Source: an optimization exercise on an open RTL-to-GDS flow (aim: small area, a short achievable clock period and few clock cycles per item). Production flows keep margins and buffers that such runs may drop. Only simulation tests tie the RTL to the original design; equivalence was not proved.

## ntt_bfly
module ntt_bfly (
    input clk,
    input rst,
    input in_valid,
    input inv,
    input sub,
    input [16:0] a,
    input [16:0] b,
    input [16:0] tf,
    output out_valid,
    output [16:0] p
    );
export LEC_CHECK = 0
export CAP_MARGIN = 20
export CORE_MARGIN = 2
export CORE_UTILIZATION = 55
export GPL_TIMING_DRIVEN = 0
export SLEW_MARGIN = 20
export SYNTH_HIERARCHICAL = 1
create_clock -name core_clock -period 42.0 [get_ports {clk}]
standard.sh (not shown) runs the stock make flow with config.mk's settings and CLKGATE_MAP_FILE= SYNTH_SCRIPT=/design/flow/synth_recipe.tcl, a recipe that flattens the netlist after the stock synthesis.
==> flow/flow/run.sh <==
#!/bin/bash
# Own flow: the standard layout (standard.sh: the standard synthesis and
# steps), except:
#  - the cells that buffer_ports puts on the ports: buf_2 on each output
#    (hook before global placement), buf_1 on each input.  Every port still
#    gets a buffer of its own.
#  - clock tree synthesis without dummy load cells.
set -euo pipefail
here=$(pwd)
printf 'buffer_ports -outputs -buffer_cell sky130_fd_sc_hd__buf_2\n' > "$here/buffer_outputs.tcl"
export PRE_GLOBAL_PLACE_TCL="$here/buffer_outputs.tcl"
export BUFFER_PORTS_ARGS="-inputs -buffer_cell sky130_fd_sc_hd__buf_1"
export CTS_ARGS="-sink_clustering_enable -repair_clock_nets -dont_use_dummy_load -buf_list sky130_fd_sc_hd__clkbuf_4 -sink_clustering_size 24 -sink_clustering_max_diameter 200"
bash standard.sh finish > standard_make.log 2>&1
The starting point finished with timing, DRC and antenna clean.
Testbench counts at the start, summed over its fixed seeds: cycles 24,008, items 24,000.
Edit:
--- a/flow/flow/run.sh
+++ b/flow/flow/run.sh
@@ -12,3 +12,3 @@
 export BUFFER_PORTS_ARGS="-inputs -buffer_cell sky130_fd_sc_hd__buf_1"
-export CTS_ARGS="-sink_clustering_enable -repair_clock_nets -dont_use_dummy_load -buf_list sky130_fd_sc_hd__clkbuf_4 -sink_clustering_size 24 -sink_clustering_max_diameter 200"
+export CTS_ARGS="-sink_clustering_enable -repair_clock_nets -dont_use_dummy_load -buf_list sky130_fd_sc_hd__clkbuf_16 -sink_clustering_size 72 -sink_clustering_max_diameter 500"
 bash standard.sh finish > standard_make.log 2>&1
Settings changed: CORE_UTILIZATION 55 to 40.
The new run went through all stages and came out clean.
First-iteration DRC count shrinks by about 15%.
Clock skew shrinks by 4.2 ps.
Clock-buffer cell count is unchanged.
Edit:
--- a/flow/flow/run.sh
+++ b/flow/flow/run.sh
@@ -12,3 +12,3 @@
 export BUFFER_PORTS_ARGS="-inputs -buffer_cell sky130_fd_sc_hd__buf_1"
-export CTS_ARGS="-sink_clustering_enable -repair_clock_nets -dont_use_dummy_load -buf_list sky130_fd_sc_hd__clkbuf_16 -sink_clustering_size 72 -sink_clustering_max_diameter 500"
+export CTS_ARGS="-sink_clustering_enable -repair_clock_nets -dont_use_dummy_load -buf_list sky130_fd_sc_hd__clkbuf_8 -sink_clustering_size 24 -sink_clustering_max_diameter 200"
 bash standard.sh finish > standard_make.log 2>&1
Settings changed: CORE_UTILIZATION 40 to 55.
Effect: Synthesized area does not change; via count goes down by 0.39%; final cell count decreases by 7.2%; fmax decreases by 0.47%.

---

ntt_bfly, a different RTL version from the one above (not shown whole).
Size: about 980 cells after synthesis, roughly 72 flip-flops, roughly 74 I/O pins, roughly 9600 sq um of cells after synthesis.
Settings: LEC_CHECK=0, CAP_MARGIN=20, CORE_MARGIN=2, CORE_UTILIZATION=40, GPL_TIMING_DRIVEN=0, SLEW_MARGIN=20, SYNTH_HIERARCHICAL=1; clock period 42.0 ns.
==> flow/flow/run.sh <==
#!/bin/bash
# Own flow: the standard layout (standard.sh: the standard synthesis and
# steps), except:
#  - the cells that buffer_ports puts on the ports: buf_2 on each output
#    (hook before global placement), buf_1 on each input.  Every port still
#    gets a buffer of its own.
#  - clock tree synthesis without dummy load cells.
set -euo pipefail
here=$(pwd)
printf 'buffer_ports -outputs -buffer_cell sky130_fd_sc_hd__buf_2\n' > "$here/buffer_outputs.tcl"
export PRE_GLOBAL_PLACE_TCL="$here/buffer_outputs.tcl"
export BUFFER_PORTS_ARGS="-inputs -buffer_cell sky130_fd_sc_hd__buf_1"
export CTS_ARGS="-sink_clustering_enable -repair_clock_nets -dont_use_dummy_load"
bash standard.sh finish > standard_make.log 2>&1
Testbench counts at the start, summed over its fixed seeds: cycles 24,008, items 24,000.
Rerun with:
==> flow/run.sh (new file) <==
#!/bin/bash
# synth_recipe.tcl (not shown) runs the flow's synth.tcl, then flattens the netlist and writes it again
# the make line also repeats each setting of config.mk as NAME=value (left out here)
make -C /OpenROAD-flow-scripts/flow DESIGN_CONFIG=/design/flow/config.mk WORK_HOME=/design/flow/orfs CLKGATE_MAP_FILE= SYNTH_SCRIPT=/design/flow/synth_recipe.tcl finish
removed: flow/flow/run.sh
removed: flow/standard.sh
The changed run completed with no timing, DRC or antenna violations.
Cell count grows slightly.
Hold slack gets better by 9.4 ps.
Synthesized cell count stays the same.
Final area grows by a few percent.
Fmax shrinks by a few percent.
Global-route usage is about the same.
Sequential cell count stays the same.
Non-clock buffer count is unchanged.
Die area stays the same.
Rerun with:
==> flow/flow/run.sh (new file) <==
#!/bin/bash
# Own flow: the standard layout (standard.sh: the standard synthesis and
# steps), except the cells that buffer_ports puts on the ports: buf_2 on each
# output (hook before global placement), buf_1 on each input.  Every port
# still gets a buffer of its own.
set -euo pipefail
here=$(pwd)
printf 'buffer_ports -outputs -buffer_cell sky130_fd_sc_hd__buf_2\n' > "$here/buffer_outputs.tcl"
export PRE_GLOBAL_PLACE_TCL="$here/buffer_outputs.tcl"
export BUFFER_PORTS_ARGS="-inputs -buffer_cell sky130_fd_sc_hd__buf_1"
bash standard.sh finish > standard_make.log 2>&1
==> flow/standard.sh (new file) <==
#!/bin/bash
# synth_recipe.tcl (not shown) runs the flow's synth.tcl, then flattens the netlist and writes it again
# the make line also repeats each setting of config.mk as NAME=value (left out here)
make -C /OpenROAD-flow-scripts/flow DESIGN_CONFIG=/design/flow/config.mk WORK_HOME=/design/flow/orfs CLKGATE_MAP_FILE= SYNTH_SCRIPT=/design/flow/synth_recipe.tcl "${@:-finish}"
removed: flow/run.sh
What happened:
- via count barely changes
- cell area goes down by about 4%
- wire length goes down by 0.42%
- clock-buffer cell count stays the same
Rerun with:
CTS_BUF_LIST = sky130_fd_sc_hd__clkbuf_4 sky130_fd_sc_hd__clkbuf_8   (was not set)
The new run completed without violations.
Non-clock buffer count stays the same.
Routed wire length rises by 0.41%.
Design area decreases by 1.0%.
Clock-buffer cell count does not change.
Rerun with:
==> flow/flow/run.sh (replaced) <==
#!/bin/bash
# Own flow: the standard layout (standard.sh: the standard synthesis and
# steps), except:
#  - the cells that buffer_ports puts on the ports: buf_2 on each output
#    (hook before global placement), buf_1 on each input.  Every port still
#    gets a buffer of its own.
#  - clock tree synthesis without dummy load cells.
set -euo pipefail
here=$(pwd)
printf 'buffer_ports -outputs -buffer_cell sky130_fd_sc_hd__buf_2\n' > "$here/buffer_outputs.tcl"
export PRE_GLOBAL_PLACE_TCL="$here/buffer_outputs.tcl"
export BUFFER_PORTS_ARGS="-inputs -buffer_cell sky130_fd_sc_hd__buf_1"
export CTS_ARGS="-sink_clustering_enable -repair_clock_nets -dont_use_dummy_load -buf_list sky130_fd_sc_hd__clkbuf_8 -sink_clustering_size 24 -sink_clustering_max_diameter 200"
bash standard.sh finish > standard_make.log 2>&1
CTS_BUF_LIST = not set   (was sky130_fd_sc_hd__clkbuf_4 sky130_fd_sc_hd__clkbuf_8)
After rerunning:
- The new run completed with no timing, DRC or antenna violations
- utilization is lower by 0.36 points
- cell area goes down by 0.80%
- sequential share of layout area went up by 0.11 points
- hold slack is about the same
- non-clock buffer count does not change
Rerun with:
==> flow/flow/run.sh (replaced) <==
#!/bin/bash
# Own flow: the standard layout (standard.sh, unchanged synthesis and
# steps), except that the ports get buf_2 buffers instead of the cell that
# buffer_ports picks by default.  Every port still gets its own buffer.
set -euo pipefail
export BUFFER_PORTS_ARGS="-buffer_cell sky130_fd_sc_hd__buf_2"
bash standard.sh finish > standard_make.log 2>&1
Wire length hardly moves; setup slack improved by 26 ps; utilization goes up by 1.2 points; sequential share of layout area fell by 0.35 points; fmax barely changes; final cell count goes up by about 0.43%; synthesized cell count is unchanged; die area does not change; hold slack stays flat.

afterwards: timing with drivers on the ports:
Ports are ideal in the flow. The routed layouts listed here were re-timed in OpenROAD. Step 1 sets driving cells, clkbuf_16 on the clock port and buf_2 on the other inputs (assumed; they add their load-dependent delay and slew). Step 2 also shifts input and output timing later by t, the mid clock arrival at the registers, as if the neighbouring blocks saw the same clock. Three values: ideal, step 1, step 2; two values: the first two.
run	t (ns)	setup slack, ns	worst slew at a driven data input, ns
the first run of note 1	0.465	32.695 / 32.655 / 33.119	0.03
the second run of note 1	0.382	32.832 / 32.785 / 33.167	0.04
the third run of note 1	0.395	32.789 / 32.748 / 33.143	0.03
the first run of note 2	0.387	32.844 / 32.797 / 33.184	0.03
the second run of note 2	0.390	32.403 / 32.354 / 32.744	0.03
the third run of note 2	0.399	32.829 / 32.783 / 33.182	0.03
the fourth run of note 2	0.416	32.797 / 32.755 / 33.172	0.03
the fifth run of note 2	0.405	32.811 / 32.770 / 33.175	0.03
the sixth run of note 2	0.387	32.837 / 32.791 / 33.178	0.03
After both steps every run listed still meets setup and hold.
